This design comes from an exercise in tuning for a short achievable clock period and few clock cycles per item on the open sky130 flow, not from production work. At most, simulation tests tie the RTL to the original design; equivalence was not proved. Only the layout flow was run in runs 1 to 4 and 6; the RTL was not checked for function there. Power and IR drop assume default switching activity.

### flow/design.v
module risc_processor (
    input clk,
    input reset,
    output [7:0] imem_addr,
    input  [7:0] imem_data,
    output reg [7:0] result,   
    output reg result_valid
    );
    reg [7:0] pc;
    reg [7:0] rf [0:3];
    reg [7:0] mem [0:15];
    reg        if_valid;       
    reg [3:0]  if_rsh, if_rth; 
    reg        if_add, if_sub, if_and, if_or, if_ld, if_st;
    reg        ex_valid;
    reg [3:0]  ex_we;          
    reg        ex_wres;        
    reg [15:0] ex_sth;         
    reg        ex_stf;         
    reg [3:0]  wb_we;          
    reg [7:0]  fw;             
    reg [3:0]  fwm;            
    reg [7:0]  p0, p1, g0, g1; 
    reg [7:0]  y00, y01;       
    reg [7:0]  y10, y11;       
    reg        cin;
    reg [15:0] ex_lah;         
    reg        ex_ldf;         
    reg        ex_sfa;         
    reg [7:0]  ex_sd;          
    assign imem_addr = pc;
    wire f_ar = if_add | if_sub;
    wire [3:0] f_we = {4{if_valid & ~if_st}} & (if_ld ? if_rth : if_rsh);
    wire f_fwa = |(ex_we & if_rsh);
    wire f_fwb = |(ex_we & if_rth);
    wire [3:0] wa = wb_we & if_rsh;
    wire [3:0] wb = wb_we & if_rth;
    wire [7:0] ra = (|wa) ? fw :
                    (({8{if_rsh[0]}} & rf[0]) | ({8{if_rsh[1]}} & rf[1]) |
                     ({8{if_rsh[2]}} & rf[2]) | ({8{if_rsh[3]}} & rf[3]));
    wire [7:0] rb = (|wb) ? fw :
                    (({8{if_rth[0]}} & rf[0]) | ({8{if_rth[1]}} & rf[1]) |
                     ({8{if_rth[2]}} & rf[2]) | ({8{if_rth[3]}} & rf[3]));
    wire [7:0] a0 = f_fwa ? 8'h00 : ra;
    wire [7:0] a1 = f_fwa ? 8'hff : ra;
    wire [7:0] bl0 = f_fwb ? 8'h00 : rb;
    wire [7:0] bl1 = f_fwb ? 8'hff : rb;
    wire [7:0] b0 = bl0 ^ {8{if_sub}};
    wire [7:0] b1 = bl1 ^ {8{if_sub}};
    wire [7:0] q0 = f_ar ? (a0 ^ b0) : if_and ? (a0 & bl0) : if_or ? (a0 | bl0) : 8'h00;
    wire [7:0] q1 = f_ar ? (a1 ^ b1) : if_and ? (a1 & bl1) : if_or ? (a1 | bl1) : 8'h00;
    wire [15:0] rah = 16'd1 << ra[3:0];
    wire [15:0] rbh = 16'd1 << rb[3:0];
    wire f_fwm = (if_ld & f_fwa) | (if_st & f_fwb);
    wire [7:0] p = (fw & p1) | (~fw & p0);
    wire [7:0] g = (fw & g1) | (~fw & g0);
    wire [8:0] G0 = {g, cin};
    wire [8:0] P0 = {p, 1'b0};
    wire [8:0] G1 = G0 | (P0 & {G0[7:0], 1'b0});
    wire [8:0] P1 = P0 & {P0[7:0], 1'b0};
    wire [8:0] G2 = G1 | (P1 & {G1[6:0], 2'b0});
    wire [8:0] P2 = P1 & {P1[6:0], 2'b0};
    wire [8:0] G3 = G2 | (P2 & {G2[4:0], 4'b0});
    wire [7:0] c = G3[7:0];
    reg  [7:0] ldn;
    integer j;
    always @* begin
        ldn = 8'h00;
        for (j = 0; j < 16; j = j + 1)
            ldn = ldn | ({8{ex_lah[j]}} & mem[j]);
    end
    wire [7:0] ldf = ex_ldf ? mem[fwm] : 8'h00;
    wire [7:0] y0 = ((fw & y01) | (~fw & y00)) | ldn | ldf;
    wire [7:0] y1 = (fw & y11) | (~fw & y10);
    wire [7:0] res = (c & y1) | (~c & y0);
    wire [7:0] y0r = ex_wres ? y0 : result;
    wire [7:0] y1r = ex_wres ? y1 : result;
    wire [7:0] resr = (c & y1r) | (~c & y0r);
    wire [15:0] fwh = 16'd1 << fwm;
    wire [15:0] mwe = ex_sth | ({16{ex_stf}} & fwh);
    wire [7:0]  sd = ex_sfa ? fw : ex_sd;
    integer i;
    always @(posedge clk or posedge reset) begin
        if (reset) begin
            pc <= 8'd0;
            if_valid <= 1'b0;
            result_valid <= 1'b0;
            result <= 8'd0;
            ex_valid <= 1'b0;
            ex_we <= 4'b0000;
            ex_wres <= 1'b0;
            ex_sth <= 16'd0;
            ex_stf <= 1'b0;
            wb_we <= 4'b0000;
            rf[0] <= 8'h05;
            rf[1] <= 8'h00;
            rf[2] <= 8'h03;
            rf[3] <= 8'h00;
            for (i = 0; i < 16; i = i + 1)
                mem[i] <= (i == 5) ? 8'h0A : 8'h00;
        end else begin
            pc <= pc + 8'd1;
            if_valid <= 1'b1;
            ex_valid <= if_valid;
            ex_we <= f_we;
            ex_wres <= if_valid && !if_st;
            ex_sth <= (if_valid && if_st && !f_fwb) ? rbh : 16'd0;
            ex_stf <= if_valid && if_st && f_fwb;
            result_valid <= ex_valid;
            result <= resr;
            wb_we <= ex_we;
            for (i = 0; i < 16; i = i + 1)
                if (mwe[i])
                    mem[i] <= sd;
            for (i = 0; i < 4; i = i + 1)
                if (wb_we[i])
                    rf[i] <= fw;
        end
    end
    always @(posedge clk) begin
        if_rsh <= 4'b0001 << imem_data[3:2];
        if_rth <= 4'b0001 << imem_data[1:0];
        if_add <= imem_data[7:4] == 4'd0;
        if_sub <= imem_data[7:4] == 4'd1;
        if_and <= imem_data[7:4] == 4'd2;
        if_or  <= imem_data[7:4] == 4'd3;
        if_ld  <= imem_data[7:4] == 4'd4;
        if_st  <= imem_data[7:4] == 4'd5;
        fw  <= res;
        fwm <= f_fwm ? res[3:0] : 4'd0;
        p0  <= a0 ^ b0;
        p1  <= a1 ^ b1;
        g0  <= {8{f_ar}} & a0 & b0;
        g1  <= {8{f_ar}} & a1 & b1;
        cin <= if_sub;
        y00 <= q0;
        y01 <= q1;
        y10 <= ~q0;
        y11 <= ~q1;
        ex_lah <= (if_ld && !f_fwa) ? rah : 16'd0;
        ex_ldf <= if_ld && f_fwa;
        ex_sfa <= f_fwa;
        ex_sd  <= ra;
    end
endmodule
### flow/config.mk
export PLATFORM = sky130hd
export DESIGN_NAME = risc_processor
export DESIGN_NICKNAME = risc_processor
export VERILOG_FILES = /design/flow/design.v
export SDC_FILE = /design/flow/constraint.sdc
export NUM_CORES = 4
export LEC_CHECK = 0
export ABC_CLOCK_PERIOD_IN_PS = 1500
export CAP_MARGIN = 20
export CORE_MARGIN = 2
export CORE_UTILIZATION = 40
export SETUP_SLACK_MARGIN = 2.5
export SLEW_MARGIN = 20
### flow/constraint.sdc
create_clock -name core_clock -period 4.0 [get_ports {clk}]
set_input_delay 0.8000 -clock core_clock [delete_from_list [all_inputs] [get_ports {clk}]]
set_output_delay 0.8000 -clock core_clock [all_outputs]
set_load 0.01 [all_outputs]
### flow/run.sh
#!/bin/bash
# synth_recipe.tcl (not shown) runs the flow's synth.tcl, then flattens the netlist and writes it again
# the make line also repeats each setting of config.mk as NAME=value (left out here)
make -C /OpenROAD-flow-scripts/flow DESIGN_CONFIG=/design/flow/config.mk WORK_HOME=/design/flow/orfs CLKGATE_MAP_FILE= SYNTH_SCRIPT=/design/flow/synth_recipe.tcl finish
==> reports/qor.csv, run 1 <==
stage,metric,value,unit
outcome,status,timing/DRC/antenna clean,
timing,max_slew headroom,53.1,%
pwr,power per cell area,481,nW/um^2
worst_setup_path,CP Launch Type,flip-flop,
worst_setup_path,reg2reg setup slack,1.85,ns
finish,fill cell total of the finished layout,3061,
timing,clock skew,0.0213,ns
clocking,Hold Buf Count CTS,0,
detailed_routing,WL/cell,25.8,um
synthesis,Post-synth top flop,dfrtp_1,
hold_path,hold path start,ex_valid$_DFF_PP0_,
worst_setup_path,crit path kind,reg2reg,
floorplan,Initial Util,40.4,%
floorplan,core area,37400,um^2
grt,first-pass GRT wire length,79000,um
synthesis,synthesized area,15100,um^2
synthesis,Mapped Nets,1351,
clocking,H-Tree Depth,2,
synthesis,"Seq/Total Area, Yosys",49.0,%
clocking,CTS Sinks,318,
hold_path,Min-Delay Path Class,reg2reg,
worst_setup_path,"Req. time, crit path",4.42,ns
finish,most frequent cells in the layout,"dfrtp_1, buf_4, mux2_4",
detailed_routing,Remaining DRCs,0,
clocking,clock root cell,clkbuf_16,
job,Max-Cap Viols,0,
synthesis,Netlist cell types,92,
timing,Fin. Hold Viols,0,
timing,Max Transition Viols Final,0,
detailed_routing,DRT Pass-1 Iters,6,
timing,final worst setup slack,1.85,ns
clocking,Max Root-Sink Buffers,3,
finish,Area Overhead vs Synth,38.1,%
floorplan,die extent in y,198,um
grt,grt ovf,0,
timing,"Period Utilization, post-route",53.7,%
synthesis,Post-synth ARST share,64.5,%
floorplan,Die Area,39400,um^2
clocking,clock-pin slew on the worst setup and hold paths,0.06,ns
grt,number of global-route vias before repair,12300,
synthesis,synthesized area per cell,11.3,um^2
worst_setup_path,worst r2r path cells,7,
floorplan,# IOs,27,
detailed_routing,Via-to-Cell Ratio,6.02,
clocking,CTS tree,done,
floorplan,Row Count,71,
synthesis,Synth area leader,dfrtp_1,
synthesis,"top cells by area, synth","dfrtp_1, dfxtp_1, mux2_2",
synthesis,number of synthesized register bits,318,
worst_setup_path,WP data arrival,2.57,ns
clocking,worst skew pair latency,0.55,ns
timing,slew of the pin with the lowest slew margin,0.703,ns
detailed_routing,total routed wirelength,53000,um
placed_design,"worst slack, placed",1.18,ns
finish,share of cells above drive strength 1,47.6,%
detailed_routing,DRT iter0 DRCs,1085,
placed_design,Placer Congestion,0.926,
synthesis,share of the synthesized area in the top cell type,32.9,%
timing,setup TNS,0,ns
worst_setup_path,CP endpoint kind,flip-flop,
clocking,TritonCTS Buffers,36,
synthesis,Post-Syn Instances,1340,
timing,RSZ-0062 raised after global routing,true,
detailed_routing,routed vias,12400,
floorplan,die width,198,um
grt,GRT Util Overall,26.9,%
placed_design,DP Wirelength,33500,um
grt,largest net degree at the start of global routing,52,
worst_setup_path,Worst setup startpoint,fwm[1]$_SDFF_PN0_,
timing,fmax,466,MHz
finish,Final Instance Area,20900,um^2
detailed_routing,Post-DRT Antenna Nets,0,
timing,"Setup violations, final",0,
worst_setup_path,crit-path max FO,8,
placed_design,dpl cell area,16600,um^2
worst_setup_path,worst r2r src,fwm[1]$_SDFF_PN0_,
pwr,static leakage,0.00915,uW
timing,Final Critical Period,2.15,ns
finish,Final nets,1523,
synthesis,"Warnings, synthesis",3,
finish,"most common cell after layout, fill and taps aside",dfrtp_1,
grt,initial antenna violation count,0,
pwr,Max IR drop VDD,0.348,mV
synthesis,number of synthesized flops with an enable pin,0,
placed_design,port bufs,26,
## flip-flops by register name, indices dropped and copies added, names as in the netlist, 4 cells and up, named ones only
signal / count
ex_lah: 16
y11: 8
p1: 7
mem: 128
ex_we: 4
y00: 8
pc: 8
if_rth: 4
ex_sd: 8
wb_we: 4
p0: 7
g1: 7
ex_sth: 16
rf: 32
y01: 8
g0: 7
fw: 8
if_rsh: 4
y10: 8
fwm: 4
## synth_stat cells (all sizes together), types with 28 or more instances
cell    number
mux2       187
clkbuf      57
buf         45
a21oi       55
o21ai       33
nand3       28
dfrtp      199
nor2        77
a22oi       74
a22o        31
nor2b       30
dfxtp      113
mux2i       34
## area by class of cell
type	instances	area, um^2	share of cell area, %
Inverter	20	111	0.533
Multi-Input combinational cell	900	8960	42.9
Tap cell	511	639	3.06
Antenna cell	1	2.50	0.0120
Timing Repair inverter	1	5.00	0.0240
Timing Repair Buffer	235	2490	11.9
Clock buffer	55	1060	5.10
Clock inverter	11	141	0.677
Sequential cell	318	7460	35.7
## how the worst min path moves through the flow
stage / endpoint / slack [ns] / cells after the start
6_report: result_valid$_DFF_PP0_ / 0.35 / 0
5_1_grt: result_valid$_DFF_PP0_ / 0.37 / 0
3_5_place_dp: result_valid$_DFF_PP0_ / 0.34 / 0
4_1_cts: result_valid$_DFF_PP0_ / 0.35 / 0
2_1_floorplan: result_valid$_DFF_PP0_ / 0.33 / 0
3_3_place_gp: result_valid$_DFF_PP0_ / 0.34 / 0
## through the flow
step	std cells	hold slack (ns)	total power [uW]	utilization (%)
floorplan	1340	0.331	5440	-
global placement	1794	0.337	5950	44.4
global route	2051	0.368	10400	55.8
finish	2052	0.347	10000	55.8
detailed placement	1794	0.336	5970	44.4
CTS	2005	0.348	9780	53.5
## power by group
group | switching (uW) | leakage [uW] | internal (uW)
combinational | 1370 | 0.00483 | 1280
sequential | 377 | 0.00372 | 3620
clock | 1340 | 0.000595 | 2040
total | 3100 | 0.00915 | 6940
## layer usage
metal  vias up  GRT usage [%]  part of all wire, %
li1       5418              -                    -
met1      6172           34.3                   41
met2       569           43.3                   46
met3       197           4.76                  6.7
met4         0           14.7                  6.3
met5         -              0                    0
## cell families (layout without fill, tap and decap cells)
family / after synthesis / count (layout) / share of synthesized area, %
other: 1 / 2 / 0.0248
multiplexers: 221 / 221 / 16.2
AND/OR/NAND/NOR: 283 / 283 / 10.2
AO/OA/AOI/OAI: 366 / 366 / 19.2
XOR/XNOR: 28 / 28 / 1.62
flip-flops: 318 / 318 / 49.0
buffers and inverters: 122 / 322 / 3.68
adder cells (fa/ha/maj): 1 / 1 / 0.0828
## critical path, stage by stage (launching register included)
cell	delay, ns
dfxtp_4	0.43
buf_8	0.17
mux2_2	0.37
nand3_1	0.08
o21ai_1	0.08
a311oi_2	0.42
a32oi_2	0.18
mux2_4	0.28
## repair_timing
| action | in CTS | in global routing |
|---|---|---|
| pin swaps | 85 | 58 |
| setup buffers | 140 | 46 |
| gates cloned | 5 | 0 |
| resized for setup | 273 | 105 |
| setup endpoints to repair | 269 | 267 |
==> run 2: changes to the inputs <==
--- a/flow/design.v
+++ b/flow/design.v
@@ -11,6 +11,9 @@
     reg [7:0] mem [0:15];
     reg        if_valid;       
     reg [3:0]  if_rsh, if_rth; 
+    reg [3:0]  if_sa, if_sb;   
+    reg        if_wa, if_wb;   
+    reg        if_fa, if_fb;   
     reg        if_add, if_sub, if_and, if_or, if_ld, if_st;
     reg        ex_valid;
     reg [3:0]  ex_we;          
@@ -31,20 +34,18 @@
     assign imem_addr = pc;
     wire f_ar = if_add | if_sub;
     wire [3:0] f_we = {4{if_valid & ~if_st}} & (if_ld ? if_rth : if_rsh);
-    wire f_fwa = |(ex_we & if_rsh);
-    wire f_fwb = |(ex_we & if_rth);
-    wire [3:0] wa = wb_we & if_rsh;
-    wire [3:0] wb = wb_we & if_rth;
-    wire [7:0] ra = (|wa) ? fw :
-                    (({8{if_rsh[0]}} & rf[0]) | ({8{if_rsh[1]}} & rf[1]) |
-                     ({8{if_rsh[2]}} & rf[2]) | ({8{if_rsh[3]}} & rf[3]));
-    wire [7:0] rb = (|wb) ? fw :
-                    (({8{if_rth[0]}} & rf[0]) | ({8{if_rth[1]}} & rf[1]) |
-                     ({8{if_rth[2]}} & rf[2]) | ({8{if_rth[3]}} & rf[3]));
-    wire [7:0] a0 = f_fwa ? 8'h00 : ra;
-    wire [7:0] a1 = f_fwa ? 8'hff : ra;
-    wire [7:0] bl0 = f_fwb ? 8'h00 : rb;
-    wire [7:0] bl1 = f_fwb ? 8'hff : rb;
+    wire f_fwa = if_fa;
+    wire f_fwb = if_fb;
+    wire [7:0] ra = ({8{if_wa}} & fw) |
+                    ({8{if_sa[0]}} & rf[0]) | ({8{if_sa[1]}} & rf[1]) |
+                    ({8{if_sa[2]}} & rf[2]) | ({8{if_sa[3]}} & rf[3]);
+    wire [7:0] rb = ({8{if_wb}} & fw) |
+                    ({8{if_sb[0]}} & rf[0]) | ({8{if_sb[1]}} & rf[1]) |
+                    ({8{if_sb[2]}} & rf[2]) | ({8{if_sb[3]}} & rf[3]);
+    wire [7:0] a0 = ra;
+    wire [7:0] a1 = ra | {8{f_fwa}};
+    wire [7:0] bl0 = rb;
+    wire [7:0] bl1 = rb | {8{f_fwb}};
     wire [7:0] b0 = bl0 ^ {8{if_sub}};
     wire [7:0] b1 = bl1 ^ {8{if_sub}};
     wire [7:0] q0 = f_ar ? (a0 ^ b0) : if_and ? (a0 & bl0) : if_or ? (a0 | bl0) : 8'h00;
@@ -117,9 +118,21 @@
                     rf[i] <= fw;
         end
     end
+    wire [3:0] i_rsh = 4'b0001 << imem_data[3:2];
+    wire [3:0] i_rth = 4'b0001 << imem_data[1:0];
+    wire i_fa = |(f_we & i_rsh);
+    wire i_fb = |(f_we & i_rth);
+    wire i_wa = |(ex_we & i_rsh);
+    wire i_wb = |(ex_we & i_rth);
     always @(posedge clk) begin
-        if_rsh <= 4'b0001 << imem_data[3:2];
-        if_rth <= 4'b0001 << imem_data[1:0];
+        if_rsh <= i_rsh;
+        if_rth <= i_rth;
+        if_fa  <= i_fa;
+        if_fb  <= i_fb;
+        if_wa  <= i_wa & ~i_fa;
+        if_wb  <= i_wb & ~i_fb;
+        if_sa  <= (i_fa | i_wa) ? 4'b0000 : i_rsh;
+        if_sb  <= (i_fb | i_wb) ? 4'b0000 : i_rth;
         if_add <= imem_data[7:4] == 4'd0;
         if_sub <= imem_data[7:4] == 4'd1;
         if_and <= imem_data[7:4] == 4'd2;
==> run 2 against run 1 <==
Synthesized cell count is 0.97% higher. Global-route usage grew 0.67 points. Combinational power rose by 27%. Clock skew grew 0.0037 ns. Clock-buffer cell count did not move. Worst setup slack worse by 0.11 ns. Sequential share of layout area rose by 0.84 points. Largest power group unchanged. Largest cell class unchanged. Critical path type unchanged. First-iteration DRC count grew 25%. Routed wire length grew 2.5%. Via count rose by 2.0%. Design area increased by 1.4%. Area after synthesis down 1.8%.
==> reports/qor.csv, run 2 <==
stage,metric,value,unit
outcome,status,timing/DRC/antenna clean,
hold_path,Hold Path Depth,0,
floorplan,Row Count,70,
timing,RSZ-0062 raised after global routing,true,
clocking,CTS Sinks,330,
synthesis,Mapped Nets,1364,
detailed_routing,Remaining DRCs,0,
synthesis,"top cells by area, synth","dfrtp_1, dfxtp_1, mux2_2",
floorplan,# IOs,27,
timing,"Period Utilization, post-route",56.4,%
timing,Max Transition Viols Final,0,
pwr,Max IR drop VDD,0.348,mV
synthesis,share of the synthesized area in the top cell type,33.5,%
clocking,Max Root-Sink Buffers,3,
timing,setup TNS,0,ns
clocking,Hold Buf Count CTS,0,
detailed_routing,Post-DRT Antenna Nets,0,
synthesis,Synth Area in XOR/XNOR,2.07,%
synthesis,synthesized area,14800,um^2
finish,"most common cell after layout, fill and taps aside",dfrtp_1,
pwr,power per cell area,527,nW/um^2
finish,share of cells above drive strength 1,48.0,%
synthesis,Adder-Cell Fraction of Synth Area,0.0843,%
finish,fill cell total of the finished layout,2887,
grt,GRT Util Overall,27.5,%
synthesis,"Seq/Total Area, Yosys",51.5,%
detailed_routing,DRT iter0 DRCs,1361,
timing,Final Critical Period,2.26,ns
hold_path,Min-Delay Path Class,reg2reg,
worst_setup_path,CP Launch Type,flip-flop,
worst_setup_path,worst r2r src,cin$_DFF_P_,
synthesis,Synth area leader,dfrtp_1,
floorplan,Initial Util,40.5,%
worst_setup_path,WP data arrival,2.66,ns
detailed_routing,routed vias,12600,
detailed_routing,DRT Pass-1 Iters,7,
pwr,static leakage,0.00931,uW
worst_setup_path,reg2reg setup slack,1.74,ns
grt,grt ovf,0,
finish,max FFs per register,128,
clocking,CTS tree,done,
detailed_routing,Via-to-Cell Ratio,6.13,
timing,Hold WS,0.363,ns
synthesis,largest family of logic cells by synthesized area,multiplexers,
detailed_routing,WL/cell,26.4,um
worst_setup_path,"Req. time, crit path",4.40,ns
synthesis,multiplexer share of the synthesized area,17.6,%
hold_path,Worst Hold End,result_valid$_DFF_PP0_,
synthesis,Synth top cells by count,"dfrtp_1, mux2_2, dfxtp_1",
finish,Largest regs,"mem (128), rf (32)",
clocking,H-Tree Depth,2,
synthesis,number of synthesized register bits,330,
synthesis,Post-synth ARST share,62.1,%
floorplan,die width,197,um
clocking,clock-pin slew on the worst setup and hold paths,0.06,ns
finish,Final nets,1570,
synthesis,number of synthesized flops with an enable pin,0,
synthesis,Post-synth top flop,dfrtp_1,
clocking,TritonCTS Buffers,37,
synthesis,"Warnings, synthesis",3,
grt,number of global-route vias before repair,12400,
floorplan,Die Area,38700,um^2
floorplan,core area,36600,um^2
grt,largest net degree at the start of global routing,53,
finish,most frequent cells in the layout,"dfrtp_1, mux2_4, buf_4",
timing,max_slew headroom,41.2,%
clocking,worst skew pair latency,0.54,ns
synthesis,post-synthesis compound-gate area fraction,15.5,%
placed_design,DP Wirelength,32000,um
finish,ANT cells,0,
timing,slew of the pin with the lowest slew margin,0.882,ns
finish,Area Overhead vs Synth,42.6,%
synthesis,Netlist cell types,79,
synthesis,synthesized area per cell,11.0,um^2
placed_design,port bufs,26,
timing,Fin. Hold Viols,0,
placed_design,Placer Congestion,0.939,
detailed_routing,total routed wirelength,54300,um
synthesis,most frequent cell after synthesis,dfrtp_1,
worst_setup_path,crit-path max FO,4,
grt,first-pass GRT wire length,79700,um
synthesis,Post-Syn Instances,1353,
worst_setup_path,worst r2r path cells,7,
timing,clock skew,0.0249,ns
worst_setup_path,crit path kind,reg2reg,
timing,fmax,443,MHz
timing,"Setup violations, final",0,
grt,initial antenna violation count,0,
floorplan,die extent in y,197,um
clocking,clock root cell,clkbuf_16,
synthesis,simple-gate area share of the yosys netlist,10.2,%
finish,most flop-heavy register,mem,
worst_setup_path,CP endpoint kind,flip-flop,
job,Max-Cap Viols,0,
hold_path,hold path start,ex_valid$_DFF_PP0_,
==> run 2: metal layers <==
metal	up-vias	track usage, %	routed length [um]
li1	5394	-	-
met1	6354	39.0	23100
met2	686	40.8	23900
met3	166	6.13	5080
met4	0	11.3	2210
met5	-	0	0
==> run 2: power by group <==
group,internal [uW],switching (uW),leakage (uW)
Sequential,3810,485,0.00382
Combinational,1700,1680,0.00488
Clock,2060,1410,0.000612
Total,7570,3580,0.00931
==> run 2: kinds of logic (layout without fill, tap and decap cells) <==
kind of cell,after synthesis,count (layout)
other,1,1
adder cells (fa/ha/maj),1,1
XOR/XNOR,35,35
multiplexers,229,229
buffers and inverters,117,351
flip-flops,330,330
AND/OR/NAND/NOR,325,325
AO/OA/AOI/OAI,315,315
==> run 2: timing repair <==
action,CTS,global route
setup endpoints to repair,447,286
gates cloned,4,0
buffers inserted,166,49
pin swaps,112,99
resized for setup,374,152
==> run 2: worst max path at each step <==
stage | start | to | slack (ns) | cells past startpoint
after floorplan | reset | asynchronous set/reset pin | 0.55 | 1
after global placement | fwm[0]$_SDFF_PN0_ | flip-flop | 1.19 | 7
after detailed placement | fwm[0]$_SDFF_PN0_ | flip-flop | 1.09 | 7
after CTS | cin$_DFF_P_ | flip-flop | 1.78 | 7
after global routing | cin$_DFF_P_ | flip-flop | 1.69 | 7
final | cin$_DFF_P_ | flip-flop | 1.74 | 7
==> run 2: metrics by stage <==
step / power [uW] / area (um^2) / utilization (%) / instances / worst slack, ns
after global routing: 11600 / 21200 / 57.8 / 2055 / 1.69
final: 11100 / 21200 / 57.8 / 2055 / 1.74
after floorplan: 5780 / 15700 / - / 1353 / 0.547
after CTS: 10700 / 20100 / 55.0 / 2006 / 1.78
after detailed placement: 6400 / 16200 / 44.2 / 1769 / 1.09
after global placement: 6350 / 16200 / 44.2 / 1769 / 1.19
==> run 2: layout make-up <==
cell class                      count  area, um^2  share of cell area, %
Multi-Input combinational cell    906        8620                   40.7
Sequential cell                   330        7740                   36.6
Timing Repair Buffer              260        2840                   13.4
Clock buffer                       55        1110                   5.23
Tap cell                          468         586                   2.77
Clock inverter                     12         143                  0.674
Inverter                           23         118                  0.556
Timing Repair inverter              1        7.51                 0.0355
==> run 2: critical path, stage by stage (launching register included) <==
cell and delay (ns):
dfxtp_4 0.37, a211oi_4 0.39, a211oi_4 0.10, o221ai_4 0.24
a32oi_4 0.18, a2111o_1 0.41, and3_4 0.16, a221o_1 0.28
==> run 3: changes to the inputs <==
==> flow/flow/run.sh (new file) <==
#!/bin/bash
# Own layout flow: the standard layout (standard.sh), with one change to
# synthesis: the combinational logic is mapped by ABC with flow/abc_fast.script
# (delay-oriented choice mapping) in place of ORFS's abc_speed.script, and
# Yosys's extract_fa (full/half adder cell extraction) is skipped.  Everything
# else -- the standard synthesis script (synth_recipe.tcl, so registers keep the
# standard names and cells), floorplan, placement, CTS, routing -- is unchanged.
# Each tool's full output stays in this folder: flow_make.log (make and every
# ORFS step) and orfs/logs/.
set -euo pipefail
W=$(pwd)
cat > "$W/own_synth.tcl" <<EOT
proc extract_fa {args} { puts "own flow: extract_fa skipped" }
proc abc {args} {
  set i [lsearch \$args -script]
  set args [lreplace \$args [expr {\$i+1}] [expr {\$i+1}] $W/flow/abc_fast.script]
  yosys abc {*}\$args
}
source $W/synth_recipe.tcl
EOT
sed "s#/synth_recipe.tcl#/own_synth.tcl#" standard.sh > own_standard.sh
grep -q own_synth.tcl own_standard.sh
bash own_standard.sh finish > flow_make.log 2>&1
test -s out/final.def
==> flow/flow/abc_fast.script (new file) <==
strash
dch -f
map -D 1
buffer -c
topo
stime -c
upsize -c
dnsize -c
==> flow/standard.sh (new file) <==
#!/bin/bash
# synth_recipe.tcl (not shown) runs the flow's synth.tcl, then flattens the netlist and writes it again
# the make line also repeats each setting of config.mk as NAME=value (left out here)
make -C /OpenROAD-flow-scripts/flow DESIGN_CONFIG=/design/flow/config.mk WORK_HOME=/design/flow/orfs CLKGATE_MAP_FILE= SYNTH_SCRIPT=/design/flow/synth_recipe.tcl "${@:-finish}"
removed: flow/run.sh
==> run 3 against run 2 <==
Clock skew down 0.0054 ns. Routed wire length up 23%. Still clean on timing, DRC and antenna. Cell count up 26%.
==> reports/qor.csv, run 3 <==
stage,metric,value,unit
finish,share of cells above drive strength 1,43.3,%
worst_setup_path,worst r2r src,fwm[2]$_SDFF_PN0_,
floorplan,die width,198,um
timing,setup TNS,0,ns
placed_design,port bufs,26,
placed_design,"worst slack, placed",1.42,ns
worst_setup_path,CP max stage cell,dfrtp_2,
worst_setup_path,Worst Path Buf+Inv,1,
synthesis,"top cells by area, synth","dfrtp_1, dfxtp_1, nand2_1",
timing,Final Critical Period,1.98,ns
clocking,Max Root-Sink Buffers,3,
floorplan,core area,36800,um^2
hold_path,hold path start,ex_valid$_DFF_PP0_,
synthesis,"Seq/Total Area, Yosys",50.9,%
grt,initial antenna violation count,1,
hold_path,Worst Hold End,result_valid$_DFF_PP0_,
synthesis,Netlist cell types,64,
floorplan,# IOs,27,
synthesis,"Warnings, synthesis",3,
grt,first-pass GRT wire length,94800,um
synthesis,Mapped Nets,1838,
clocking,TritonCTS Buffers,38,
grt,grt ovf,0,
finish,Final nets,2097,
pwr,net switching power,2750,uW
worst_setup_path,WP data arrival,1.18,ns
pwr,Comb power frac,18.5,%
clocking,Hold Buf Count CTS,0,
synthesis,synthesized area per cell,8.21,um^2
detailed_routing,routed vias,16100,
timing,"Period Utilization, post-route",49.5,%
timing,fmax,505,MHz
clocking,clock root cell,clkbuf_16,
finish,ANT cells,0,
placed_design,Placer Congestion,0.939,
grt,largest net degree at the start of global routing,46,
synthesis,share of the synthesized area in the top cell type,33.2,%
pwr,Max IR drop VDD,0.270,mV
pwr,static leakage,0.00918,uW
timing,"Setup violations, final",0,
hold_path,Hold Path Depth,0,
pwr,Int Pwr,6430,uW
detailed_routing,DRT Pass-1 Iters,6,
detailed_routing,Via-to-Cell Ratio,6.23,
pwr,Clock power frac,39.7,%
synthesis,number of synthesized flops with an enable pin,0,
timing,Fin. Hold Viols,0,
timing,final worst setup slack,2.02,ns
clocking,CTS Sinks,330,
outcome,status,timing/DRC/antenna clean,
finish,most frequent cells in the layout,"nand2_1, dfrtp_1, buf_4",
finish,"most common cell after layout, fill and taps aside",nand2_1,
pwr,switching share of power,30.0,%
clocking,H-Tree Depth,2,
detailed_routing,Remaining DRCs,0,
synthesis,most frequent cell after synthesis,nand2_1,
finish,most flop-heavy register,mem,
grt,number of global-route vias before repair,15100,
pwr,power per cell area,408,nW/um^2
worst_setup_path,CP Cell Sequence,buf_6,
finish,Area Overhead vs Synth,49.9,%
floorplan,die extent in y,198,um
floorplan,Initial Util,40.8,%
worst_setup_path,crit-path max FO,2,
timing,max_slew headroom,50.3,%
timing,RSZ-0062 raised after global routing,true,
timing,Max Transition Viols Final,0,
detailed_routing,Post-DRT Antenna Nets,0,
grt,GRT Util Overall,32.7,%
finish,Largest regs,"mem (128), rf (32)",
worst_setup_path,crit path kind,reg2out,
worst_setup_path,worst r2r path cells,12,
worst_setup_path,CP max stage delay,0.47,ns
worst_setup_path,CP endpoint kind,primary output,
hold_path,Min-Delay Path Class,reg2reg,
placed_design,DP Wirelength,39000,um
synthesis,Post-Syn Instances,1828,
worst_setup_path,CP Launch Type,flip-flop,
clocking,worst skew pair latency,0.57,ns
worst_setup_path,reg2reg setup slack,2.04,ns
detailed_routing,total routed wirelength,66900,um
timing,clock skew,0.0195,ns
synthesis,number of synthesized register bits,330,
synthesis,Post-synth top flop,dfrtp_1,
clocking,clock-pin slew on the worst setup and hold paths,0.06,ns
job,Max-Cap Viols,0,
synthesis,Post-synth ARST share,62.1,%
synthesis,Synth area leader,dfrtp_1,
detailed_routing,DRT iter0 DRCs,2037,
worst_setup_path,Worst path top cell family by delay,flip-flops,
clocking,CTS tree,done,
synthesis,Synth top cells by count,"nand2_1, o21ai_0, dfrtp_1",
detailed_routing,WL/cell,25.9,um
timing,slew of the pin with the lowest slew margin,0.746,ns
finish,max FFs per register,128,
worst_setup_path,r2r endpoint,mem[2][2]$_DFFE_PP0P_,
floorplan,Row Count,70,
floorplan,Die Area,39100,um^2
synthesis,synthesized area,15000,um^2
pwr,Sequential Power Share,41.8,%
worst_setup_path,"Req. time, crit path",3.20,ns
-- run 3: cell types whose count changed in the layout (fill, tap and decap cells not counted), moves of 60 or more --
cell,delta
mux2_4,-118
inv_1,+67
nand3_1,+71
nand2_1,+191
nand2_2,+64
mux2_2,-60
-- run 3: how the worst max path moves through the flow --
stage | startpoint | to | slack [ns] | cells past startpoint
2_1_floorplan | reset | asynchronous set/reset pin | 0.55 | 1
3_3_place_gp | imem_data[0] | if_sb[2]$_SDFF_PP0_ | 1.44 | 6
3_5_place_dp | imem_data[2] | if_sa[0]$_SDFF_PP0_ | 1.42 | 6
4_1_cts | flip-flop | result[0] | 2.02 | 1
5_1_grt | fwm[2]$_SDFF_PN0_ | flip-flop | 1.99 | 11
6_report | flip-flop | result[0] | 2.02 | 1
-- run 3: what timing repair did --
item	CTS	global route
cloned	23	6
setup endpoints to repair	441	278
buffers inserted	157	76
pin swaps	121	159
gates resized for setup	558	493
-- run 3: layout make-up --
type	count	area, um^2
clock buffers	52	1080
clock inverters	18	215
fillers	2962	14300
inverters	133	632
multi-input cells	1270	8700
flip-flops and latches	330	7750
well taps	468	586
repair buffers	309	3480
repair inverters	5	35.0
-- run 3: logic make-up (layout without fill, tap and decap cells) --
group	after synthesis	count (layout)	synth area share [%]
AND/OR/NAND/NOR	822	826	24.3
AO/OA/AOI/OAI	432	435	17.9
flip-flops	330	330	50.9
buffers and inverters	235	517	6.35
XOR/XNOR	4	4	0.233
multiplexers	4	4	0.292
other	1	1	0.0250
-- run 3: layer usage --
layer | routed length (um) | vias up | track usage, % | share of wire (%)
li1 | - | 6865 | - | -
met1 | 26200 | 7835 | 44.2 | 39
met2 | 29500 | 1106 | 49.0 | 44
met3 | 7980 | 308 | 8.61 | 12
met4 | 3200 | 0 | 15.5 | 4.8
met5 | 0 | - | 0 | 0
-- run 3: per-stage QoR --
| stage | cell area, um^2 | hold WS [ns] | power [uW] | util (%) | instances |
|---|---|---|---|---|---|
| after global routing | 22500 | 0.366 | 9510 | 61.1 | 2585 |
| after global placement | 15900 | 0.343 | 4800 | 43.1 | 2253 |
| after CTS | 20200 | 0.349 | 8770 | 54.8 | 2503 |
| final | 22500 | 0.351 | 9180 | 61.1 | 2585 |
| after floorplan | 15200 | 0.331 | 4450 | - | 1828 |
| after detailed placement | 15900 | 0.336 | 4820 | 43.1 | 2253 |
-- run 3: power groups by stage --
stage / clock network, uW / logic (uW) / registers (uW)
after floorplan: 0 / 710 / 3740
after global placement: 0 / 949 / 3860
after detailed placement: 0 / 970 / 3860
after CTS: 3680 / 1290 / 3810
after global routing: 3840 / 1820 / 3850
final: 3650 / 1700 / 3830
==> run 4: changes to the inputs <==
--- a/flow/flow/run.sh
+++ b/flow/flow/run.sh
@@ -14,6 +14,7 @@
 proc abc {args} {
   set i [lsearch \$args -script]
   set args [lreplace \$args [expr {\$i+1}] [expr {\$i+1}] $W/flow/abc_fast.script]
+  puts "own flow: abc -script [lindex \$args [expr {\$i+1}]]"
   yosys abc {*}\$args
 }
 source $W/synth_recipe.tcl
==> flow/flow/abc_fast.script (replaced) <==
strash
&get -n
&st
&dch
&nf
&st
&syn2
&if -g -K 6
&synch2
&nf
&put
strash
dch -f
map -D 1
buffer -c
topo
stime -c
upsize -c
dnsize -c
==> run 4 against run 3 <==
Still clean on timing, DRC and antenna. Worst setup slack better by 0.040 ns. Synthesized cell count fell by 6.9%. Critical endpoint is now fwm[0]$_SDFF_PN0_. Critical path depth rose by 9. Flip-flop and latch count unchanged. First-iteration DRC count down 33%. Highest routed layer unchanged. Non-clock buffer count is 82 lower. Clock-buffer cell count down 1. Via count shrank 14%.
==> reports/qor.csv, run 4 <==
stage,metric,value,unit
finish,most flop-heavy register,mem,
synthesis,Synth top cells by count,"nand2_1, dfrtp_1, nor2_1",
timing,final worst setup slack,2.06,ns
synthesis,Mapped Nets,1711,
clocking,worst skew pair latency,0.57,ns
synthesis,number of synthesized flops with an enable pin,0,
synthesis,"Seq/Total Area, Yosys",53.2,%
clocking,H-Tree Depth,2,
grt,grt ovf,0,
clocking,clock-pin slew on the worst setup and hold paths,0.06,ns
timing,setup TNS,0,ns
pwr,net switching power,3930,uW
detailed_routing,routed vias,13800,
finish,"most common cell after layout, fill and taps aside",nand2_1,
detailed_routing,Remaining DRCs,0,
timing,"Setup violations, final",0,
grt,initial antenna violation count,0,
synthesis,synthesized area,14400,um^2
synthesis,Netlist cell types,60,
worst_setup_path,crit-path most repeated cell,nor2_4,
worst_setup_path,CP Launch Type,flip-flop,
clocking,CTS Sinks,330,
timing,Max Transition Viols Final,0,
worst_setup_path,crit path kind,reg2reg,
finish,max FFs per register,128,
pwr,switching share of power,35.4,%
synthesis,number of synthesized register bits,330,
job,Max-Cap Viols,0,
timing,"Period Utilization, post-route",48.5,%
worst_setup_path,worst r2r path cells,10,
clocking,TritonCTS Buffers,37,
pwr,power per cell area,549,nW/um^2
grt,GRT Util Overall,29.2,%
detailed_routing,WL/cell,24.0,um
placed_design,"worst slack, placed",1.39,ns
grt,first-pass GRT wire length,83300,um
pwr,Max IR drop VDD,0.369,mV
pwr,Sequential Power Share,40.2,%
pwr,Comb power frac,28.0,%
synthesis,most frequent cell after synthesis,nand2_1,
finish,Final nets,1896,
floorplan,Row Count,69,
worst_setup_path,CP endpoint kind,flip-flop,
timing,fmax,515,MHz
grt,number of global-route vias before repair,13300,
worst_setup_path,"Req. time, crit path",4.41,ns
floorplan,Die Area,37400,um^2
worst_setup_path,Worst setup startpoint,fwm[2]$_SDFF_PN0_,
hold_path,Worst Hold End,result_valid$_DFF_PP0_,
finish,ANT cells,0,
placed_design,DP Wirelength,37800,um
worst_setup_path,CP max stage cell,dfxtp_4,
finish,Area Overhead vs Synth,41.2,%
placed_design,dpl cells,2116,
worst_setup_path,CP Cell Sequence,clkinvlp_4 > nand2_4 > nor2_4 > buf_12 > a21oi_2 > nand3_1 > nor2_4 > a31oi_4 > o21ai_4 > nor2_1,
pwr,Int Pwr,7190,uW
worst_setup_path,WP data arrival,2.35,ns
synthesis,Post-Syn Instances,1701,
grt,largest net degree at the start of global routing,87,
finish,most frequent cells in the layout,"nand2_1, dfrtp_1, nor2_1",
clocking,clock root cell,clkbuf_16,
timing,max_slew headroom,42.9,%
timing,slew of the pin with the lowest slew margin,0.856,ns
hold_path,hold path start,ex_valid$_DFF_PP0_,
timing,clock skew,0.0308,ns
floorplan,core area,35500,um^2
floorplan,# IOs,27,
detailed_routing,DRT iter0 DRCs,1361,
hold_path,Min-Delay Path Class,reg2reg,
detailed_routing,total routed wirelength,56900,um
placed_design,port bufs,26,
detailed_routing,Via-to-Cell Ratio,5.82,
timing,RSZ-0062 raised after global routing,true,
worst_setup_path,reg2reg setup slack,2.06,ns
hold_path,Hold Path Depth,0,
finish,share of cells above drive strength 1,38.1,%
synthesis,"Warnings, synthesis",3,
floorplan,Initial Util,40.4,%
finish,Final Non-Filler Cells,2376,
placed_design,Placer Congestion,0.978,
outcome,status,timing/DRC/antenna clean,
synthesis,Post-synth top flop,dfrtp_1,
detailed_routing,Post-DRT Antenna Nets,0,
synthesis,"top cells by area, synth","dfrtp_1, dfxtp_1, nand2_1",
timing,Final Critical Period,1.94,ns
finish,Largest regs,"mem (128), rf (32)",
floorplan,die extent in y,193,um
detailed_routing,DRT Pass-1 Iters,6,
clocking,Max Root-Sink Buffers,3,
floorplan,die width,193,um
synthesis,share of the synthesized area in the top cell type,34.7,%
worst_setup_path,worst r2r src,fwm[2]$_SDFF_PN0_,
worst_setup_path,CP max stage delay,0.39,ns
worst_setup_path,r2r endpoint,fwm[0]$_SDFF_PN0_,
synthesis,Post-synth ARST share,62.1,%
synthesis,Synth area leader,dfrtp_1,
pwr,static leakage,0.00863,uW
pwr,Clock power frac,31.8,%
timing,Fin. Hold Viols,0,
clocking,CTS tree,done,
synthesis,synthesized area per cell,8.44,um^2
worst_setup_path,crit-path max FO,5,
clocking,Hold Buf Count CTS,0,
==> run 4: power by group through the flow <==
stage | combinational [uW] | clock, uW | sequential, uW
floorplan | 1560 | 0 | 4180
global placement | 1980 | 0 | 4470
detailed placement | 2030 | 0 | 4460
CTS | 2520 | 3580 | 4440
global route | 3370 | 3710 | 4520
finish | 3110 | 3540 | 4470
==> run 4: stage by stage <==
stage	instance area [um^2]	hold slack, ns	utilization (%)	total power, uW
after floorplan	14600	0.329	-	5750
after global placement	15200	0.342	42.8	6450
after detailed placement	15200	0.337	42.8	6490
after CTS	18700	0.364	52.6	10500
after global routing	20300	0.374	57.1	11600
final	20300	0.361	57.1	11100
==> run 4: worst max-delay path by stage <==
stage / endpoint / slack [ns] / cells past startpoint
after floorplan: asynchronous set/reset pin / 0.55 / 1
after global placement: flip-flop / 1.42 / 9
after detailed placement: mem[0][6]$_DFFE_PP0P_ / 1.39 / 5
after CTS: result[6] / 2.04 / 1
after global routing: flip-flop / 2.03 / 10
final: fwm[0]$_SDFF_PN0_ / 2.06 / 10
==> run 4: final cells by class <==
type                    instances  area (um^2)
clock buffers                  51         1090
inverters                     129          548
clock inverters                17          171
multi-input cells            1160         7780
flip-flops and latches        330         7750
well taps                     461          577
fillers                      3032        15200
repair inverters                1         7.51
repair buffers                227         2330
==> run 4: repair_timing <==
item	in CTS	in global routing
setup endpoints to repair	265	255
setup buffers	119	66
gates cloned	5	2
resized for setup	435	301
pin swaps	110	140
==> run 4: cell families after synthesis <==
kind of cell | count (synthesis) | synth area share, %
buffers and inverters | 212 | 6.00
xor gates and xnor gates | 12 | 0.732
DFF | 330 | 53.2
and+or+nand+nor | 699 | 20.5
AOI/OAI and AO/OA | 447 | 19.5
other | 1 | 0.0261
==> run 4: per-layer routing <==
layer  routed length [um]  up-vias  GRT usage (%)
li1                     -     6171              -
met1                23600     6791           39.0
met2                26600      680           46.6
met3                 4330      179           5.30
met4                 2440        0           12.5
met5                    0        -              0
==> run 4: worst max-delay path: cells and delay by family, from the launching register on <==
family	cells	cell delay [ns]
AO/OA/AOI/OAI	3	0.46
flip-flops	1	0.39
buffers and inverters	2	0.33
AND/OR/NAND/NOR	5	0.62
==> run 5: changes to the inputs <==
--- a/flow/design.v
+++ b/flow/design.v
@@ -6,7 +6,8 @@
     output reg [7:0] result,   
     output reg result_valid
     );
-    reg [7:0] pc;
+    reg [7:0] pcn;             
+    reg [7:0] ia;              
     reg [7:0] rf [0:3];
     reg [7:0] mem [0:15];
     reg        if_valid;       
@@ -21,6 +22,7 @@
     reg [15:0] ex_sth;         
     reg        ex_stf;         
     reg [3:0]  wb_we;          
+    reg [7:0]  last;           
     reg [7:0]  fw;             
     reg [3:0]  fwm;            
     reg [7:0]  p0, p1, g0, g1; 
@@ -31,7 +33,8 @@
     reg        ex_ldf;         
     reg        ex_sfa;         
     reg [7:0]  ex_sd;          
-    assign imem_addr = pc;
+    assign imem_addr = ia;
+    wire [7:0] pcn_next = pcn - 8'd1;
     wire f_ar = if_add | if_sub;
     wire [3:0] f_we = {4{if_valid & ~if_st}} & (if_ld ? if_rth : if_rsh);
     wire f_fwa = if_fa;
@@ -74,8 +77,8 @@
     wire [7:0] y0 = ((fw & y01) | (~fw & y00)) | ldn | ldf;
     wire [7:0] y1 = (fw & y11) | (~fw & y10);
     wire [7:0] res = (c & y1) | (~c & y0);
-    wire [7:0] y0r = ex_wres ? y0 : result;
-    wire [7:0] y1r = ex_wres ? y1 : result;
+    wire [7:0] y0r = ex_wres ? y0 : last;
+    wire [7:0] y1r = ex_wres ? y1 : last;
     wire [7:0] resr = (c & y1r) | (~c & y0r);
     wire [15:0] fwh = 16'd1 << fwm;
     wire [15:0] mwe = ex_sth | ({16{ex_stf}} & fwh);
@@ -83,10 +86,11 @@
     integer i;
     always @(posedge clk or posedge reset) begin
         if (reset) begin
-            pc <= 8'd0;
+            pcn <= 8'hff;
+            ia <= 8'h00;
             if_valid <= 1'b0;
             result_valid <= 1'b0;
-            result <= 8'd0;
+            last <= 8'd0;
             ex_valid <= 1'b0;
             ex_we <= 4'b0000;
             ex_wres <= 1'b0;
@@ -100,7 +104,8 @@
             for (i = 0; i < 16; i = i + 1)
                 mem[i] <= (i == 5) ? 8'h0A : 8'h00;
         end else begin
-            pc <= pc + 8'd1;
+            pcn <= pcn_next;
+            ia <= ~pcn_next;
             if_valid <= 1'b1;
             ex_valid <= if_valid;
             ex_we <= f_we;
@@ -108,7 +113,7 @@
             ex_sth <= (if_valid && if_st && !f_fwb) ? rbh : 16'd0;
             ex_stf <= if_valid && if_st && f_fwb;
             result_valid <= ex_valid;
-            result <= resr;
+            last <= resr;
             wb_we <= ex_we;
             for (i = 0; i < 16; i = i + 1)
                 if (mwe[i])
@@ -140,6 +145,7 @@
         if_ld  <= imem_data[7:4] == 4'd4;
         if_st  <= imem_data[7:4] == 4'd5;
         fw  <= res;
+        result <= resr;
         fwm <= f_fwm ? res[3:0] : 4'd0;
         p0  <= a0 ^ b0;
         p1  <= a1 ^ b1;
==> run 5 against run 4 <==
Synthesized cell count increased by 8.9%. Via count increased by 9.4%. Largest cell class unchanged. Die area increased by 6.1%. Still clean. Highest routed layer unchanged. Hold slack got worse by 0.0033 ns. Clock-buffer cell count increased by 5. Maximum frequency increased by 2.8%. Sequential power about the same. Global-route usage increased by 4.0 points. Core utilization increased by 1.4 points.
==> reports/qor.csv, run 5 <==
stage,metric,value,unit
pwr,Tot Pwr,11100,uW
timing,Fin. Hold Viols,0,
floorplan,Row Count,71,
pwr,switching share of power,34.3,%
finish,"most common cell after layout, fill and taps aside",nand2_1,
timing,slew of the pin with the lowest slew margin,0.672,ns
synthesis,Adder-Cell Fraction of Synth Area,0,%
synthesis,Post-synth top flop,dfrtp_1,
worst_setup_path,CP endpoint kind,primary output,
grt,first-pass GRT wire length,94700,um
floorplan,core area,37600,um^2
pwr,net switching power,3790,uW
placed_design,DP Wirelength,42400,um
detailed_routing,DRT Pass-1 Iters,6,
timing,Final Critical Period,1.89,ns
finish,share of cells above drive strength 1,39.7,%
timing,Max Transition Viols Final,0,
finish,Largest regs,"mem (128), rf (32)",
floorplan,die extent in y,199,um
clocking,Max Root-Sink Buffers,3,
finish,Final Instance Area,22000,um^2
timing,fmax,530,MHz
clocking,CTS tree,done,
detailed_routing,WL/cell,26.0,um
synthesis,Mapped Nets,1863,
finish,fill cell total of the finished layout,3233,
synthesis,Netlist cell types,60,
pwr,static leakage,0.00922,uW
floorplan,Die Area,39700,um^2
hold_path,Min-Delay Path Class,reg2reg,
worst_setup_path,crit-path max FO,1,
floorplan,# IOs,27,
pwr,Comb power frac,25.8,%
worst_setup_path,CP max stage delay,0.37,ns
worst_setup_path,crit path kind,reg2out,
finish,ANT cells,0,
worst_setup_path,Worst path top cell family by delay,flip-flops,
detailed_routing,routed vias,15100,
timing,"Period Utilization, post-route",47.2,%
pwr,Clock power frac,33.7,%
synthesis,"top cells by area, synth","dfrtp_1, dfxtp_1, nand2_1",
worst_setup_path,CP Cell Sequence,buf_2,
timing,clock skew,0.0264,ns
placed_design,port bufs,26,
clocking,clock root cell,clkbuf_16,
synthesis,Post-Syn Instances,1853,
synthesis,"Seq/Total Area, Yosys",52.6,%
synthesis,Post-synth ARST share,61.6,%
synthesis,largest family of logic cells by synthesized area,simple AND/OR/NAND/NOR gates,
worst_setup_path,CP max stage cell,dfrtp_1,
pwr,Sequential Power Share,40.5,%
synthesis,post-synthesis compound-gate area fraction,18.6,%
clocking,TritonCTS Buffers,39,
clocking,CTS Sinks,346,
grt,grt ovf,0,
synthesis,multiplexer share of the synthesized area,0.427,%
detailed_routing,Post-DRT Antenna Nets,0,
timing,RSZ-0062 raised after global routing,true,
clocking,clock-pin slew on the worst setup and hold paths,0.06,ns
finish,Area Overhead vs Synth,44.2,%
clocking,H-Tree Depth,2,
synthesis,Synth area leader,dfrtp_1,
finish,Final Non-Filler Cells,2592,
worst_setup_path,CP Launch Type,flip-flop,
worst_setup_path,Worst Path Buf+Inv,1,
placed_design,dpl cell area,15900,um^2
grt,number of global-route vias before repair,14400,
placed_design,Placer Congestion,0.995,
floorplan,Initial Util,40.6,%
finish,most frequent cells in the layout,"nand2_1, dfrtp_1, inv_1",
grt,GRT Util Overall,33.2,%
worst_setup_path,WP data arrival,1.09,ns
clocking,worst skew pair latency,0.58,ns
grt,initial antenna violation count,0,
timing,"Setup violations, final",0,
synthesis,synthesized area,15200,um^2
synthesis,number of synthesized flops with an enable pin,0,
finish,most flop-heavy register,mem,
synthesis,Synth top cells by count,"nand2_1, dfrtp_1, o21ai_0",
synthesis,synthesized area per cell,8.22,um^2
detailed_routing,Via-to-Cell Ratio,5.83,
finish,max FFs per register,128,
synthesis,share of the synthesized area in the top cell type,32.7,%
detailed_routing,Remaining DRCs,0,
job,Max-Cap Viols,0,
placed_design,dpl cells,2325,
synthesis,Synth Area in XOR/XNOR,0.115,%
synthesis,"Warnings, synthesis",3,
detailed_routing,DRT iter0 DRCs,1384,
detailed_routing,total routed wirelength,67400,um
synthesis,number of synthesized register bits,346,
worst_setup_path,"Req. time, crit path",3.20,ns
floorplan,die width,199,um
finish,Final nets,2060,
synthesis,most frequent cell after synthesis,nand2_1,
grt,largest net degree at the start of global routing,155,
pwr,Int Pwr,7280,uW
timing,max_slew headroom,55.2,%
outcome,status,timing/DRC/antenna clean,
synthesis,simple-gate area share of the yosys netlist,21.3,%
pwr,Max IR drop VDD,0.373,mV
pwr,power per cell area,504,nW/um^2
timing,setup TNS,0,ns
[run 5: changes by cell type after synthesis, sizes merged, moves of 6 or more]
cell | previous run | this run
clkbuf | 52 | 44
a31oi | 9 | 15
and2 | 1 | 12
nand3 | 45 | 74
buf | 31 | 41
nand2 | 382 | 418
o21ai | 176 | 204
xor2 | 12 | 0
dfxtp | 125 | 133
a22oi | 83 | 74
inv | 129 | 171
dfstp | 6 | 14
[run 5: path summary, 6_finish.rpt]
| kind | depth (start not counted) | startpoint | end | slack (ns) |
|---|---|---|---|---|
| setup / recovery | 1 | ia[0]$_DFF_PP0_ | imem_addr[0] | 2.11 |
| hold / removal | 0 | ex_valid$_DFF_PP0_ | result_valid$_DFF_PP0_ | 0.36 |
| setup reg to reg | 7 | ex_stf$_DFF_PP0_ | mem[11][7]$_DFFE_PP0P_ | 2.11 |
| hold reg to reg | 0 | ex_valid$_DFF_PP0_ | result_valid$_DFF_PP0_ | 0.36 |
| max in group asynchronous | 3 | reset | rf[1][6]$_DFFE_PP0P_ | 2.69 |
| min in group asynchronous | 2 | reset | ia[7]$_DFF_PP0_ | 0.52 |
[run 5: routing by layer]
metal	wire, um	vias to the layer above	part of all wire (%)	global-route usage, %
met5	0	-	0	0
met4	3650	0	5.4	16.4
met3	6220	206	9.2	5.96
met2	29400	821	44	49.5
met1	28100	7427	42	46.3
li1	-	6669	-	-
[run 5: timing repair]
item	4_1_cts	5_1_grt
hold buffers	0	0
endpoints found under the setup margin	385	471
resized for setup	535	472
hold endpoints to repair	0	0
gates cloned	11	6
buffers inserted	113	65
pin swaps	87	148
[run 5: cell type report]
| class | instances | area [um^2] | area share [%] |
|---|---|---|---|
| multi-input cells | 1251 | 8440 | 38.4 |
| well taps | 511 | 639 | 2.91 |
| repair inverters | 1 | 7.51 | 0.0342 |
| repair buffers | 238 | 2670 | 12.2 |
| flip-flops and latches | 346 | 8150 | 37.1 |
| inverters | 173 | 752 | 3.42 |
| clock inverters | 16 | 228 | 1.04 |
| clock buffers | 56 | 1090 | 4.96 |
[run 5: metrics by stage]
stage	worst slack [ns]	hold slack, ns	util, %
after floorplan	0.441	0.326	-
after global placement	0.930	0.346	42.4
after detailed placement	1.03	0.339	42.4
after CTS	2.09	0.363	52.5
after global routing	2.06	0.379	58.5
final	2.11	0.358	58.5
[run 5: kinds of logic (layout without fill, tap and decap cells)]
logic type	Yosys count	in the layout
DFF	346	346
xor gates and xnor gates	2	2
other	1	1
AOI/OAI and AO/OA	464	466
buffers and inverters	258	484
and+or+nand+nor	776	776
muxes	6	6
[run 5: power by group through the flow]
stage	logic [uW]	registers, uW	clock network, uW
floorplan	1290	4240	0
global placement	1710	4480	0
detailed placement	1740	4470	0
CTS	2180	4440	3750
global route	3090	4530	3910
finish	2860	4490	3730
Testbench counts of run 5, summed over its fixed seeds: cycles 28,896, instructions 28,800.
==> run 6: changes to the inputs <==
--- a/flow/design.v
+++ b/flow/design.v
@@ -24,7 +24,9 @@
     reg [3:0]  wb_we;          
     reg [7:0]  last;           
     reg [7:0]  fw;             
-    reg [3:0]  fwm;            
+    reg [3:0]  fwmn;           
+    reg        wb_wres;        
+    reg        wb_valid;
     reg [7:0]  p0, p1, g0, g1; 
     reg [7:0]  y00, y01;       
     reg [7:0]  y10, y11;       
@@ -55,7 +57,6 @@
     wire [7:0] q1 = f_ar ? (a1 ^ b1) : if_and ? (a1 & bl1) : if_or ? (a1 | bl1) : 8'h00;
     wire [15:0] rah = 16'd1 << ra[3:0];
     wire [15:0] rbh = 16'd1 << rb[3:0];
-    wire f_fwm = (if_ld & f_fwa) | (if_st & f_fwb);
     wire [7:0] p = (fw & p1) | (~fw & p0);
     wire [7:0] g = (fw & g1) | (~fw & g0);
     wire [8:0] G0 = {g, cin};
@@ -73,14 +74,12 @@
         for (j = 0; j < 16; j = j + 1)
             ldn = ldn | ({8{ex_lah[j]}} & mem[j]);
     end
-    wire [7:0] ldf = ex_ldf ? mem[fwm] : 8'h00;
+    wire [7:0] ldf = ex_ldf ? mem[~fwmn] : 8'h00;
     wire [7:0] y0 = ((fw & y01) | (~fw & y00)) | ldn | ldf;
     wire [7:0] y1 = (fw & y11) | (~fw & y10);
     wire [7:0] res = (c & y1) | (~c & y0);
-    wire [7:0] y0r = ex_wres ? y0 : last;
-    wire [7:0] y1r = ex_wres ? y1 : last;
-    wire [7:0] resr = (c & y1r) | (~c & y0r);
-    wire [15:0] fwh = 16'd1 << fwm;
+    wire [7:0] resr = wb_wres ? fw : last;
+    wire [15:0] fwh = 16'd1 << ~fwmn;
     wire [15:0] mwe = ex_sth | ({16{ex_stf}} & fwh);
     wire [7:0]  sd = ex_sfa ? fw : ex_sd;
     integer i;
@@ -90,6 +89,8 @@
             ia <= 8'h00;
             if_valid <= 1'b0;
             result_valid <= 1'b0;
+            wb_valid <= 1'b0;
+            wb_wres <= 1'b0;
             last <= 8'd0;
             ex_valid <= 1'b0;
             ex_we <= 4'b0000;
@@ -112,9 +113,11 @@
             ex_wres <= if_valid && !if_st;
             ex_sth <= (if_valid && if_st && !f_fwb) ? rbh : 16'd0;
             ex_stf <= if_valid && if_st && f_fwb;
-            result_valid <= ex_valid;
+            wb_valid <= ex_valid;
+            wb_wres <= ex_wres;
+            wb_we <= ex_we;
+            result_valid <= wb_valid;
             last <= resr;
-            wb_we <= ex_we;
             for (i = 0; i < 16; i = i + 1)
                 if (mwe[i])
                     mem[i] <= sd;
@@ -146,7 +149,7 @@
         if_st  <= imem_data[7:4] == 4'd5;
         fw  <= res;
         result <= resr;
-        fwm <= f_fwm ? res[3:0] : 4'd0;
+        fwmn <= ~res[3:0];
         p0  <= a0 ^ b0;
         p1  <= a1 ^ b1;
         g0  <= {8{f_ar}} & a0 & b0;
==> run 6 against run 5 <==
Maximum frequency grew 0.62%. Flip-flop and latch count is 2 higher. Design area shrank 3.5%. Clock-buffer cell count shrank 3. Via count fell by 3.3%. Combinational power grew 51%. Hold slack worse by 0.0092 ns. Area after synthesis grew 0.62%. Global-route usage is 2.9 points lower. Clock power decreased by 8.8%. Routed wire length is 9.4% lower. Synthesized cell count decreased by 1.8%. Critical endpoint is now imem_addr[2]. Largest power group unchanged.
==> reports/qor.csv, run 6 <==
stage,metric,value,unit
worst_setup_path,Worst Path Buf+Inv,1,
floorplan,core area,37800,um^2
timing,setup TNS,0,ns
finish,Largest regs,"mem (128), rf (32)",
finish,max FFs per register,128,
worst_setup_path,CP Cell Sequence,buf_6,
finish,"most common cell after layout, fill and taps aside",nand2_1,
synthesis,Post-synth ARST share,61.8,%
finish,fill cell total of the finished layout,3377,
floorplan,Row Count,71,
placed_design,Placer Congestion,0.973,
finish,Final Instance Area,21200,um^2
placed_design,port bufs,26,
timing,clock skew,0.0143,ns
pwr,Max IR drop VDD,0.355,mV
finish,Area Overhead vs Synth,38.3,%
timing,final worst setup slack,2.12,ns
detailed_routing,Post-DRT Antenna Nets,0,
synthesis,synthesized area per cell,8.43,um^2
finish,ANT cells,0,
hold_path,hold path start,ex_wres$_DFF_PP0_,
finish,share of cells above drive strength 1,35.6,%
clocking,CTS Sinks,348,
floorplan,die extent in y,200,um
worst_setup_path,worst r2r src,fwmn[2]$_DFF_P_,
floorplan,Die Area,39900,um^2
worst_setup_path,CP Launch Type,flip-flop,
timing,Max Transition Viols Final,0,
clocking,TritonCTS Buffers,38,
grt,grt ovf,0,
synthesis,"Warnings, synthesis",3,
synthesis,"top cells by area, synth","dfrtp_1, dfxtp_1, nand2_1",
detailed_routing,Remaining DRCs,0,
finish,Final Non-Filler Cells,2533,
pwr,Tot Pwr,12300,uW
placed_design,dpl cell area,16000,um^2
worst_setup_path,Worst path top cell family by delay,flip-flops,
placed_design,dpl cells,2279,
worst_setup_path,Worst setup startpoint,ia[2]$_DFF_PP0_,
synthesis,Post-Syn Instances,1820,
job,Max-Cap Viols,0,
timing,slew of the pin with the lowest slew margin,0.747,ns
detailed_routing,total routed wirelength,61100,um
synthesis,Synth area leader,dfrtp_1,
detailed_routing,routed vias,14600,
worst_setup_path,crit path kind,reg2out,
synthesis,Mapped Nets,1830,
synthesis,"Seq/Total Area, Yosys",52.6,%
clocking,H-Tree Depth,2,
synthesis,Netlist cell types,67,
clocking,Max Root-Sink Buffers,3,
timing,Fin. Hold Viols,0,
pwr,static leakage,0.00905,uW
grt,number of global-route vias before repair,14000,
worst_setup_path,crit-path max FO,1,
finish,Final nets,2004,
synthesis,most frequent cell after synthesis,nand2_1,
worst_setup_path,"Req. time, crit path",3.20,ns
pwr,power per cell area,580,nW/um^2
synthesis,Post-synth top flop,dfrtp_1,
hold_path,Min-Delay Path Class,reg2reg,
timing,RSZ-0062 raised after global routing,true,
outcome,status,timing/DRC/antenna clean,
finish,most flop-heavy register,mem,
timing,"Setup violations, final",0,
detailed_routing,Via-to-Cell Ratio,5.77,
detailed_routing,DRT iter0 DRCs,1351,
timing,Final Critical Period,1.88,ns
grt,first-pass GRT wire length,88600,um
synthesis,synthesized area,15300,um^2
grt,largest net degree at the start of global routing,74,
detailed_routing,WL/cell,24.1,um
grt,GRT Util Overall,30.3,%
placed_design,"worst slack, placed",1.08,ns
timing,fmax,533,MHz
timing,"Period Utilization, post-route",46.9,%
grt,initial antenna violation count,0,
worst_setup_path,CP max stage cell,dfrtp_1,
detailed_routing,DRT Pass-1 Iters,7,
clocking,worst skew pair latency,0.58,ns
placed_design,DP Wirelength,40400,um
synthesis,Synth top cells by count,"nand2_1, dfrtp_1, o21ai_0",
clocking,clock-pin slew on the worst setup and hold paths,0.06,ns
clocking,CTS tree,done,
floorplan,die width,200,um
worst_setup_path,CP max stage delay,0.38,ns
clocking,clock root cell,clkbuf_16,
finish,most frequent cells in the layout,"nand2_1, dfrtp_1, nor2_1",
synthesis,share of the synthesized area in the top cell type,32.8,%
synthesis,number of synthesized flops with an enable pin,0,
floorplan,Initial Util,40.6,%
worst_setup_path,WP data arrival,1.08,ns
clocking,Hold Buf Count CTS,0,
synthesis,number of synthesized register bits,348,
timing,max_slew headroom,50.2,%
worst_setup_path,CP endpoint kind,primary output,
floorplan,# IOs,27,
[run 6: final timing paths]
path	end	slack, ns	cells after the start
max	imem_addr[2]	2.12	1
min	wb_wres$_DFF_PP0_	0.35	0
max reg2reg	fwmn[3]$_DFF_P_	2.17	10
min reg2reg	wb_wres$_DFF_PP0_	0.35	0
max in group asynchronous	last[1]$_DFF_PP0_	2.65	3
min in group asynchronous	ia[7]$_DFF_PP0_	0.49	2
[run 6: area by class of cell]
class / instances / area [um^2] / area share (%)
clock inverter: 15 / 101 / 0.478
multi-input combinational: 1251 / 8070 / 38.1
timing repair inverter: 3 / 22.5 / 0.106
clock buffer: 53 / 1090 / 5.13
inverter: 129 / 588 / 2.77
tap: 511 / 639 / 3.01
sequential: 348 / 8170 / 38.5
timing repair buffer: 223 / 2530 / 11.9
[run 6: through the flow]
stage / utilization [%] / hold WS [ns]
6_report: 56.2 / 0.349
5_1_grt: 56.2 / 0.354
4_1_cts: 50.9 / 0.351
3_5_place_dp: 42.3 / 0.345
3_3_place_gp: 42.3 / 0.336
2_1_floorplan: - / 0.329
[run 6: what timing repair did]
item | in CTS | in global routing
pin swaps | 79 | 110
hold endpoints to repair | 0 | 0
setup buffers | 104 | 65
setup endpoints to repair | 456 | 299
cloned | 12 | 5
gates resized for setup | 354 | 407
[run 6: logic make-up after synthesis]
kind of cell,count (synthesis),share of synthesized area [%]
xor gates and xnor gates,3,0.171
muxes,23,1.66
and+or+nand+nor,780,21.6
AOI/OAI and AO/OA,440,17.9
DFF,348,52.6
buffers and inverters,225,6.13
other,1,0.0245
[run 6: metal layers]
layer / track usage, % / share of wire (%) / wire [um]
met5: 0 / 0 / 0
met4: 19.7 / 7.1 / 4340
met3: 6.10 / 7.7 / 4720
met2: 47.9 / 46 / 27900
met1: 37.8 / 39 / 24100
[run 6: where the power goes]
part | total [uW] | internal [uW] | switching [uW]
registers | 4560 | 4050 | 513
clock network | 3400 | 1910 | 1490
logic | 4330 | 1800 | 2530

-- static timing again, ports no longer ideal --
No port has a modelled driver above. Below, the same layouts with a new extraction and two added sets of constraints.
Step 1, drivers: a clkbuf_16 drives clk and a buf_2 each remaining input, both assumed.
Step 2 adds t to the input delays and takes it off the output delays; t is the mean of the earliest and latest rising clock arrival at the registers after step 1. Input paths then give back, and output paths get back, about the clock's delay inside the block.
Three values: ideal ports, drivers, drivers and shift; two values: the first two.
| run | t, ns | setup slack, ns | worst setup path at the end |
|---|---|---|---|
| run 1 | 0.591 | 1.853 / 1.853 / 1.853 | register to register |
| run 2 | 0.583 | 1.743 / 1.743 / 1.743 | register to register |
| run 3 | 0.614 | 2.020 / 1.965 / 1.930 | input to register |
| run 4 | 0.612 | 2.060 / 2.023 / 1.878 | input to register |
| run 5 | 0.626 | 2.112 / 2.057 / 1.951 | input to register |
| run 6 | 0.623 | 2.124 / 2.070 / 2.063 | input to register |
After both steps every run listed still meets setup and hold. The setup slack of run 4, which loses most, moves by -0.037 ns with the drivers and by -0.182 ns with both steps.
